Background: an optimization exercise with open tools, aiming at a short achievable clock period and few clock cycles. Do not read the settings as production practice.

==> trial 55 <==
// cpu
module cpu(	input clock,
			input reset,
			output 	[31:0] PC_out,
			input  	[31:0] instr_in,
			output 	[31:0] data_addr,
			output ren,
			output wen,
			output 	[31:0] data_out,
			input 	[31:0] data_in,
			output 	[3:0]  byte_select,
			input memReady
			);
export LEC_CHECK = 0
export ABC_CLOCK_PERIOD_IN_PS = 5000
export CAP_MARGIN = 20
export CORE_MARGIN = 2
export CORE_UTILIZATION = 30
export SLEW_MARGIN = 20
create_clock -name core_clock -period 20.0 [get_ports {clock}]
standard.sh (not shown) runs the stock make flow with config.mk's settings and CLKGATE_MAP_FILE= SYNTH_SCRIPT=/design/flow/synth_recipe.tcl, a recipe that flattens the netlist after the stock synthesis.
==> flow/flow/run.sh <==
#!/bin/bash
# Own layout flow: the standard synthesis unchanged, then ORFS from floorplan to
# finish with a tighter setup repair target (the design's SDC is unchanged; only
# repair_timing's margin is raised) and buf_4 cells as the port buffers.
set -euo pipefail
bash standard.sh synth > synth_make.log 2>&1
bash standard.sh finish SETUP_SLACK_MARGIN=14 TNS_END_PERCENT=100 \
  "BUFFER_PORTS_ARGS=-buffer_cell sky130_fd_sc_hd__buf_4" > layout_make.log 2>&1
==> inputs of trial 76, as changes to trial 55 <==
--- a/flow/design.v
+++ b/flow/design.v
@@ -1474,38 +1474,34 @@
 			);
 localparam BTB_N = 64;
 reg [31:0] pc_f1;
 reg [15:2] pc_bt;    
 reg        f2_v;
 reg [31:0] f2_pc, f2_pnpc;
 reg        f2_bhit;
 reg [1:0]  f2_bctr;
-reg [7:0]  f2_phi;
 reg        s_v;
 reg [31:0] s_ir, s_pc, s_pnpc;
 reg        s_bhit;
 reg [1:0]  s_bctr;
-reg [7:0]  s_phi;
 reg        d_v;
 reg [31:0] d_ir, d_pc, d_pnpc;
 reg        d_bhit;
 reg [1:0]  d_bctr;
-reg [7:0]  d_phi;
 reg        x_v;
 reg [31:0] x_pc, x_a, x_b, x_imm, x_link, x_btgt, x_pnpc;
 reg [4:0]  x_rs1, x_rs2, x_rd;
 reg        x_use1, x_use2, x_wr;
 reg        x_selpc, x_selimm, x_zeroa;
 reg [2:0]  x_f3;
 reg        x_sub, x_sra;
 reg        x_br, x_jal, x_jalr, x_mul, x_mulph;
 reg        x_ptaken, x_tgtok, x_bhit, x_ret;
 reg [1:0]  x_bctr;
-reg [7:0]  x_phi;
 reg [31:0] x_ms, x_mc;
 reg        x_l1, x_l2;       
 reg [31:0] rf [1:31];
 reg [31:1] rf_ok;            
 reg [31:0] ld_pend;
 reg        q0_v, q0_ld, q0_st, q0_dp;
 reg [31:0] q0_addr, q0_data;
 reg [3:0]  q0_bsel;
@@ -1524,50 +1520,42 @@
 reg [3:0]  dc_bv   [0:31];
 reg [31:0] dc_data [0:31];
 reg        x_ld, x_st;
 reg [31:0] x_addr;
 reg [3:0]  x_bsel;
 reg [2:0]  x_lf3;
 reg        q0_fill, q1_fill, o_fill, ld_fill;    
 reg [29:0] o_w, ld_w;
-reg [29:0] x_pw;             
-reg        pf_v;             
-reg [29:0] pf_w;
 reg [31:0] ld_raw;
 reg        ld_v;
 reg [4:0]  ld_rd;
 reg [31:0] ldr;
 reg        btb_v   [0:BTB_N-1];
 reg [7:0]  btb_tag [0:BTB_N-1];
 reg [13:0] btb_tgt [0:BTB_N-1];    
-reg        btb_br  [0:BTB_N-1];    
-reg [5:0]  lh  [0:63];
-reg [1:0]  pht [0:255];
+reg [1:0]  btb_ctr [0:BTB_N-1];
 reg        btb_ret [0:BTB_N-1];
 reg [31:0] ras   [0:15];
 reg        ras_v [0:15];
 reg [3:0]  ras_sp;
 assign PC_out      = pc_f1;
 assign data_addr   = q0_addr;
 assign ren         = q0_v & q0_ld;
 assign wen         = q0_v & q0_st & ~q0_dp;
 assign data_out    = q0_data;
 assign byte_select = q0_bsel;
 wire [31:0] ras_top  = ras[ras_sp];
 wire        ras_topv = ras_v[ras_sp];
 wire [5:0]  f1_idx  = pc_bt[7:2];
 wire        f1_bhit = btb_v[f1_idx] & (btb_tag[f1_idx] == pc_bt[15:8]);
-wire [5:0]  f1_hist = lh[pc_bt[7:2]];
-wire [7:0]  f1_phi  = {f1_hist, 2'b00} ^ pc_bt[9:2];
-wire [1:0]  f1_bctr = pht[f1_phi];
-wire        f1_take = f1_bhit & (~btb_br[f1_idx] | f1_bctr[1]);
+wire [1:0]  f1_bctr = btb_ctr[f1_idx];
 wire [31:0] f1_seq  = pc_f1 + 32'd4;
 wire        f1_useras = btb_ret[f1_idx] & ras_topv;
-wire [31:0] f1_pnpc = f1_take ? (f1_useras ? ras_top : {pc_f1[31:16], btb_tgt[f1_idx], 2'b00}) : f1_seq;
+wire [31:0] f1_pnpc = (f1_bhit & f1_bctr[1]) ? (f1_useras ? ras_top : {pc_f1[31:16], btb_tgt[f1_idx], 2'b00}) : f1_seq;
 wire [6:0] d_op  = d_ir[6:0];
 wire [2:0] d_f3  = d_ir[14:12];
 wire [4:0] d_rd  = d_ir[11:7];
 wire [4:0] d_rs1 = d_ir[19:15];
 wire [4:0] d_rs2 = d_ir[24:20];
 wire d_lui   = (d_op == 7'b0110111);
 wire d_auipc = (d_op == 7'b0010111);
 wire d_jal   = (d_op == 7'b1101111);
@@ -1602,17 +1590,16 @@
 wire [31:0] x_res;
 wire        xm1 = x_wen & (x_rd == d_rs1);
 wire        xm2 = x_wen & (x_rd == d_rs2);
 wire [31:0] rs1_nox = ldm1 ? ldr : rf1;
 wire [31:0] rs2_nox = ldm2 ? ldr : rf2;
 wire [31:0] d_a = xm1 ? x_res : rs1_nox;
 wire [31:0] d_b = xm2 ? x_res : rs2_nox;
 wire [31:0] d_addr = rs1_nox + d_aimm;
-wire [31:0] d_paddr = rs1_nox + (d_aimm + 32'd4);
 reg  [3:0]  d_bsel;
 always @(*) begin
 	case (d_f3[1:0])
 		2'b00:   d_bsel = 4'b0001 << d_addr[1:0];
 		2'b01:   d_bsel = d_addr[1] ? 4'b1100 : 4'b0011;
 		default: d_bsel = 4'b1111;
 	endcase
 end
@@ -1665,22 +1652,19 @@
 				2'd2: dc_al = {24'd0, dcw[23:16]};
 				default: dc_al = {24'd0, dcw[31:24]};
 			endcase
 		3'd1: dc_al = x_addr[1] ? {{16{dcw[31]}}, dcw[31:16]} : {{16{dcw[15]}}, dcw[15:0]};
 		3'd5: dc_al = x_addr[1] ? {16'd0, dcw[31:16]} : {16'd0, dcw[15:0]};
 		default: dc_al = dcw;
 	endcase
 end
-assign x_wen   = x_done & x_wr;
+assign x_wen   = x_done & x_wr & (~x_ld | x_hit);
 wire   x_push  = x_done & (x_st | (x_ld & ~x_hit));
 wire   st_upd  = x_done & x_st;
-wire [4:0]  x_pidx  = x_pw[4:0] ^ x_pw[9:5] ^ x_pw[14:10];
-wire        x_pin   = (dc_tag[x_pidx] == x_pw[29:5]) & (dc_bv[x_pidx] == 4'hf);
-wire        pf_req  = x_done & x_ld & ~x_pin;
 wire [31:0] inA = x_selpc ? x_pc : (x_zeroa ? 32'd0 : xa);
 wire [31:0] inB = x_selimm ? x_imm : xb;
 wire [31:0] sum  = x_sub ? (inA - inB) : (inA + inB);
 wire        ltu  = (inA < inB);
 wire        lt   = (inA[31] ^ inB[31]) ? inA[31] : ltu;
 wire [31:0] sll  = inA << inB[4:0];
 wire [31:0] srx  = (inA >> inB[4:0]) | ((x_sra & inA[31]) ? ~(32'hffffffff >> inB[4:0]) : 32'd0);
 reg [31:0] alu;
@@ -1719,17 +1703,18 @@
 assign x_redirect = x_done & (br_mis | jalr_mis);
 assign x_target   = x_jalr ? jalr_t : (btaken ? x_btgt : x_link);
 wire        bt_upd   = x_done & (x_br | x_jal | x_jalr);
 wire        bt_taken = x_jal | x_jalr | btaken;
 wire [31:0] bt_tgt   = x_jalr ? jalr_t : x_btgt;
 wire [5:0]  bt_idx   = x_pc[7:2];
 reg  [1:0]  bt_ctr;
 always @(*) begin
-	if (btaken)              bt_ctr = (x_bctr == 2'd3) ? 2'd3 : x_bctr + 2'd1;
+	if (x_jal | x_jalr)      bt_ctr = 2'd3;
+	else if (btaken)         bt_ctr = x_bhit ? ((x_bctr == 2'd3) ? 2'd3 : x_bctr + 2'd1) : 2'd2;
 	else                     bt_ctr = (x_bctr == 2'd0) ? 2'd0 : x_bctr - 2'd1;
 end
 wire q_acc   = q0_v & ~q0_dp & memReady;
 wire arrive  = o_v & memReady;
 reg [31:0] ld_al;
 always @(*) begin
 	case (o_f3)
 		3'd0: case (o_a)
@@ -1819,42 +1804,38 @@
 always @(posedge clock) begin
 	if (d_take_p) begin
 		if (s_v) begin
 			d_ir   <= s_ir;
 			d_pc   <= s_pc;
 			d_pnpc <= s_pnpc;
 			d_bhit <= s_bhit;
 			d_bctr <= s_bctr;
-			d_phi  <= s_phi;
 		end else begin
 			d_ir   <= instr_in;
 			d_pc   <= f2_pc;
 			d_pnpc <= f2_pnpc;
 			d_bhit <= f2_bhit;
 			d_bctr <= f2_bctr;
-			d_phi  <= f2_phi;
 		end
 	end else if (d_redirect) begin
 		d_pnpc <= d_target;
 	end
 	if (f2_v & ((d_take_p & s_v) | ~d_take_p)) begin
 		s_ir   <= instr_in;
 		s_pc   <= f2_pc;
 		s_pnpc <= f2_pnpc;
 		s_bhit <= f2_bhit;
 		s_bctr <= f2_bctr;
-		s_phi  <= f2_phi;
 	end
 	if (~s_v_nx_p) begin
 		f2_pc   <= pc_f1;
 		f2_pnpc <= f1_pnpc;
 		f2_bhit <= f1_bhit;
 		f2_bctr <= f1_bctr;
-		f2_phi  <= f1_phi;
 	end
 end
 always @(posedge clock or negedge reset) begin
 	if (reset == 1'b0) begin
 		x_v     <= 1'b0;
 		x_mulph <= 1'b0;
 	end else if (x_stall) begin
 		if (x_mul & ~x_wait)
@@ -1894,34 +1875,32 @@
 		x_rs2   <= d_rs2;
 		x_rd    <= d_rd;
 		x_use1  <= d_use1 & ~d_mem;
 		x_use2  <= d_use2 & ~d_mem;
 		x_wr    <= d_wr;
 		x_ld    <= d_ld;
 		x_st    <= d_st;
 		x_addr  <= d_addr;
-		x_pw    <= d_paddr[31:2];
 		x_bsel  <= d_bsel;
 		x_lf3   <= d_f3;
 		x_selpc <= d_auipc;
 		x_zeroa <= d_lui;
 		x_selimm <= ~(d_opr | d_br);
 		x_f3    <= (d_opi | d_opr | d_br) ? d_f3 : 3'd0;
 		x_sub   <= d_opr & d_ir[30];
 		x_sra   <= d_ir[30];
 		x_br    <= d_br;
 		x_jal   <= d_jal;
 		x_jalr  <= d_jalr;
 		x_mul   <= d_mul;
 		x_ptaken <= (d_pnpc != d_link);
 		x_tgtok  <= (d_pnpc == d_btgt);
 		x_bhit  <= d_bhit;
 		x_bctr  <= d_bctr;
-		x_phi   <= d_phi;
 		x_ret   <= d_ret;
 	end
 end
 integer ri;
 always @(posedge clock) begin
 	for (ri = 1; ri < 32; ri = ri + 1) begin
 		if (x_wen & (x_rd == ri))
 			rf[ri] <= x_res;
@@ -1953,59 +1932,42 @@
 		ld_pend[0] <= 1'b0;
 	end
 end
 always @(posedge clock or negedge reset) begin
 	if (reset == 1'b0) begin
 		q0_v <= 1'b0;
 		q1_v <= 1'b0;
 	end else if (q_shift) begin
-		q0_v <= q1_v | x_push | pf_v;
-		q1_v <= (q1_v | pf_v) & x_push;
+		q0_v <= q1_v | x_push;
+		q1_v <= q1_v & x_push;
 	end else if (x_push) begin
 		q1_v <= 1'b1;
 	end
 end
 wire q0_fill_c = q0_fill & ~(st_upd & (q0_addr[31:2] == x_w));
 wire q1_fill_c = q1_fill & ~(st_upd & (q1_addr[31:2] == x_w));
 wire o_fill_c  = o_fill  & ~(st_upd & (o_w == x_w));
-wire pf_take = q_shift & ~q1_v & pf_v;
-always @(posedge clock or negedge reset) begin
-	if (reset == 1'b0)
-		pf_v <= 1'b0;
-	else if (pf_req)
-		pf_v <= 1'b1;
-	else if (pf_take | (st_upd & (x_w == pf_w)))
-		pf_v <= 1'b0;
-end
-always @(posedge clock)
-	if (pf_req)
-		pf_w <= x_pw;
 always @(posedge clock) begin
 	if (q_shift) begin
-		q0_fill <= q1_v ? q1_fill_c : ~(pf_v & st_upd & (pf_w == x_w));
+		q0_fill <= q1_v ? q1_fill_c : 1'b1;
 		q1_fill <= 1'b1;
 	end else begin
 		q0_fill <= q0_fill_c;
 		q1_fill <= q1_v ? q1_fill_c : 1'b1;
 	end
 	if (q_shift) begin
 		if (q1_v) begin
 			q0_ld <= q1_ld; q0_st <= q1_st; q0_addr <= q1_addr; q0_data <= q1_dc;
 			q0_bsel <= q1_bsel; q0_rd <= q1_rd; q0_f3 <= q1_f3; q0_dp <= q1_dpc;
 			q1_ld <= x_ld; q1_st <= x_st; q1_addr <= x_addr; q1_data <= x_sd;
 			q1_bsel <= x_bsel; q1_rd <= n_rd; q1_f3 <= x_lf3; q1_dp <= n_dp;
-		end else if (~pf_v) begin
+		end else begin
 			q0_ld <= x_ld; q0_st <= x_st; q0_addr <= x_addr; q0_data <= x_sd;
 			q0_bsel <= x_bsel; q0_rd <= n_rd; q0_f3 <= x_lf3; q0_dp <= n_dp;
-		end else begin
-			q0_ld <= 1'b1; q0_st <= 1'b0; q0_addr <= {pf_w, 2'b00};
-			q0_rd <= 5'd0; q0_f3 <= 3'd2; q0_dp <= 1'b0;
-			q1_ld <= x_ld; q1_st <= x_st; q1_addr <= x_addr; q1_data <= x_sd;
-			q1_bsel <= x_bsel; q1_rd <= n_rd; q1_f3 <= x_lf3; q1_dp <= n_dp;
 		end
 	end else begin
 		q0_data <= q0_dc;
 		q0_dp   <= q0_dpc;
 		if (~q1_v) begin
 			q1_ld <= x_ld; q1_st <= x_st; q1_addr <= x_addr; q1_data <= x_sd;
 			q1_bsel <= x_bsel; q1_rd <= n_rd; q1_f3 <= x_lf3; q1_dp <= n_dp;
 		end else begin
@@ -2087,40 +2049,30 @@
 			ras_sp <= ras_sp - 4'd1;
 		end
 	end
 end
 always @(posedge clock) begin
 	if (d_adv & d_call)
 		ras[ras_sp + 4'd1] <= d_link;
 end
-integer hi;
-always @(posedge clock or negedge reset) begin
-	if (reset == 1'b0) begin
-		for (hi = 0; hi < 64; hi = hi + 1)
-			lh[hi] <= 6'd0;
-		for (hi = 0; hi < 256; hi = hi + 1)
-			pht[hi] <= 2'd2;
-	end else if (x_done & x_br) begin
-		lh[x_pc[7:2]] <= {lh[x_pc[7:2]][4:0], btaken};
-		pht[x_phi]    <= bt_ctr;
-	end
-end
 integer bi;
 always @(posedge clock or negedge reset) begin
 	if (reset == 1'b0) begin
 		for (bi = 0; bi < BTB_N; bi = bi + 1)
 			btb_v[bi] <= 1'b0;
 	end else if (bt_upd & bt_taken) begin
 		btb_v[bt_idx] <= 1'b1;
 	end
 end
 always @(posedge clock) begin
 	if (bt_upd) begin
 		if (bt_taken) begin
 			btb_tag[bt_idx] <= x_pc[15:8];
 			btb_tgt[bt_idx] <= bt_tgt[15:2];
-			btb_br[bt_idx]  <= x_br;
+			btb_ctr[bt_idx] <= bt_ctr;
 			btb_ret[bt_idx] <= x_ret;
+		end else if (x_bhit) begin
+			btb_ctr[bt_idx] <= bt_ctr;
 		end
 	end
 end
 endmodule
CORE_UTILIZATION = 40   (was 30)
==> comparison table <==
quantity                                                         trial 55                   trial 76
Result of the run                                timing/DRC/antenna clean  aborted with a tool error
Stage where the flow stopped                                            -   global routing (5_1_grt)
Simple-gate share of the synthesized area                           10.3%                      8.40%
Number of cell rows                                                   408                        327
Area share of the largest cell type after synthesis                 46.6%                      54.1%
Width of the die                                                  1120 um                     897 um
Placement-stage cell area                                    396,000 um^2               335,000 um^2
Number of flops mapped to enable cells by yosys                     5,765                      5,741
Instance count after placement with tap cells included             45,100                     34,000
Fraction of the mapped netlist area in compound gates               10.0%                      10.2%
Sequential-to-total area share from yosys stat                      55.6%                      57.4%
Xor and xnor fraction of the mapped netlist area                    1.86%                      1.81%
Nets in the synthesized netlist                                    30,600                     25,300
Gp weighted congestion                                               1.01                       1.06
Share of cell area taken by muxes after synthesis                   15.6%                      15.0%
Post-CTS Setup Repair Bufs                                            718                        636
Unique cell type count in the Yosys netlist                           125                        105
CTS Buf Count                                                         785                        662
DIE HEIGHT                                                        1120 um                     897 um
Yosys Warn Count                                                       39                         37
Avg Inst Size Synth                                             12.5 um^2                  13.0 um^2
Worst setup slack after placement                                 9.98 ns                   10.10 ns
Async set-or-reset flop fraction in the synthesized netlist         17.3%                      5.32%
Bufs on Longest Clock Path                                              5                          4
Synth Cell Area                                              372,000 um^2               319,000 um^2
No functional check of the RTL was part of any run of this note.

## separate check: timing with driven ports
The results above use ideal ports. As a check the final layout listed here was re-extracted and re-timed, cells and wires unchanged. Step 1, drivers: a clkbuf_16 drives clock and a buf_2 each remaining input, both assumed. Step 2 adds t to the input delays and takes it off the output delays; t is the mean of the earliest and latest rising clock arrival at the registers after step 1. Input paths then give back, and output paths get back, about the clock's delay inside the block. Slacks: no drivers / after step 1 / after step 2; pairs: no drivers / after step 1.
run: trial 55
shift t [ns]: 1.397
slack for setup (ns): 12.942 / 12.942 / 12.942
worst register clock-pin slew, ns: 0.09 / 0.09
cell pins on the clock port's net: 1
After both steps setup and hold are still met in trial 55. For trial 55, drivers alone change the setup slack by 0.000 ns; drivers and shift together by 0.000 ns.
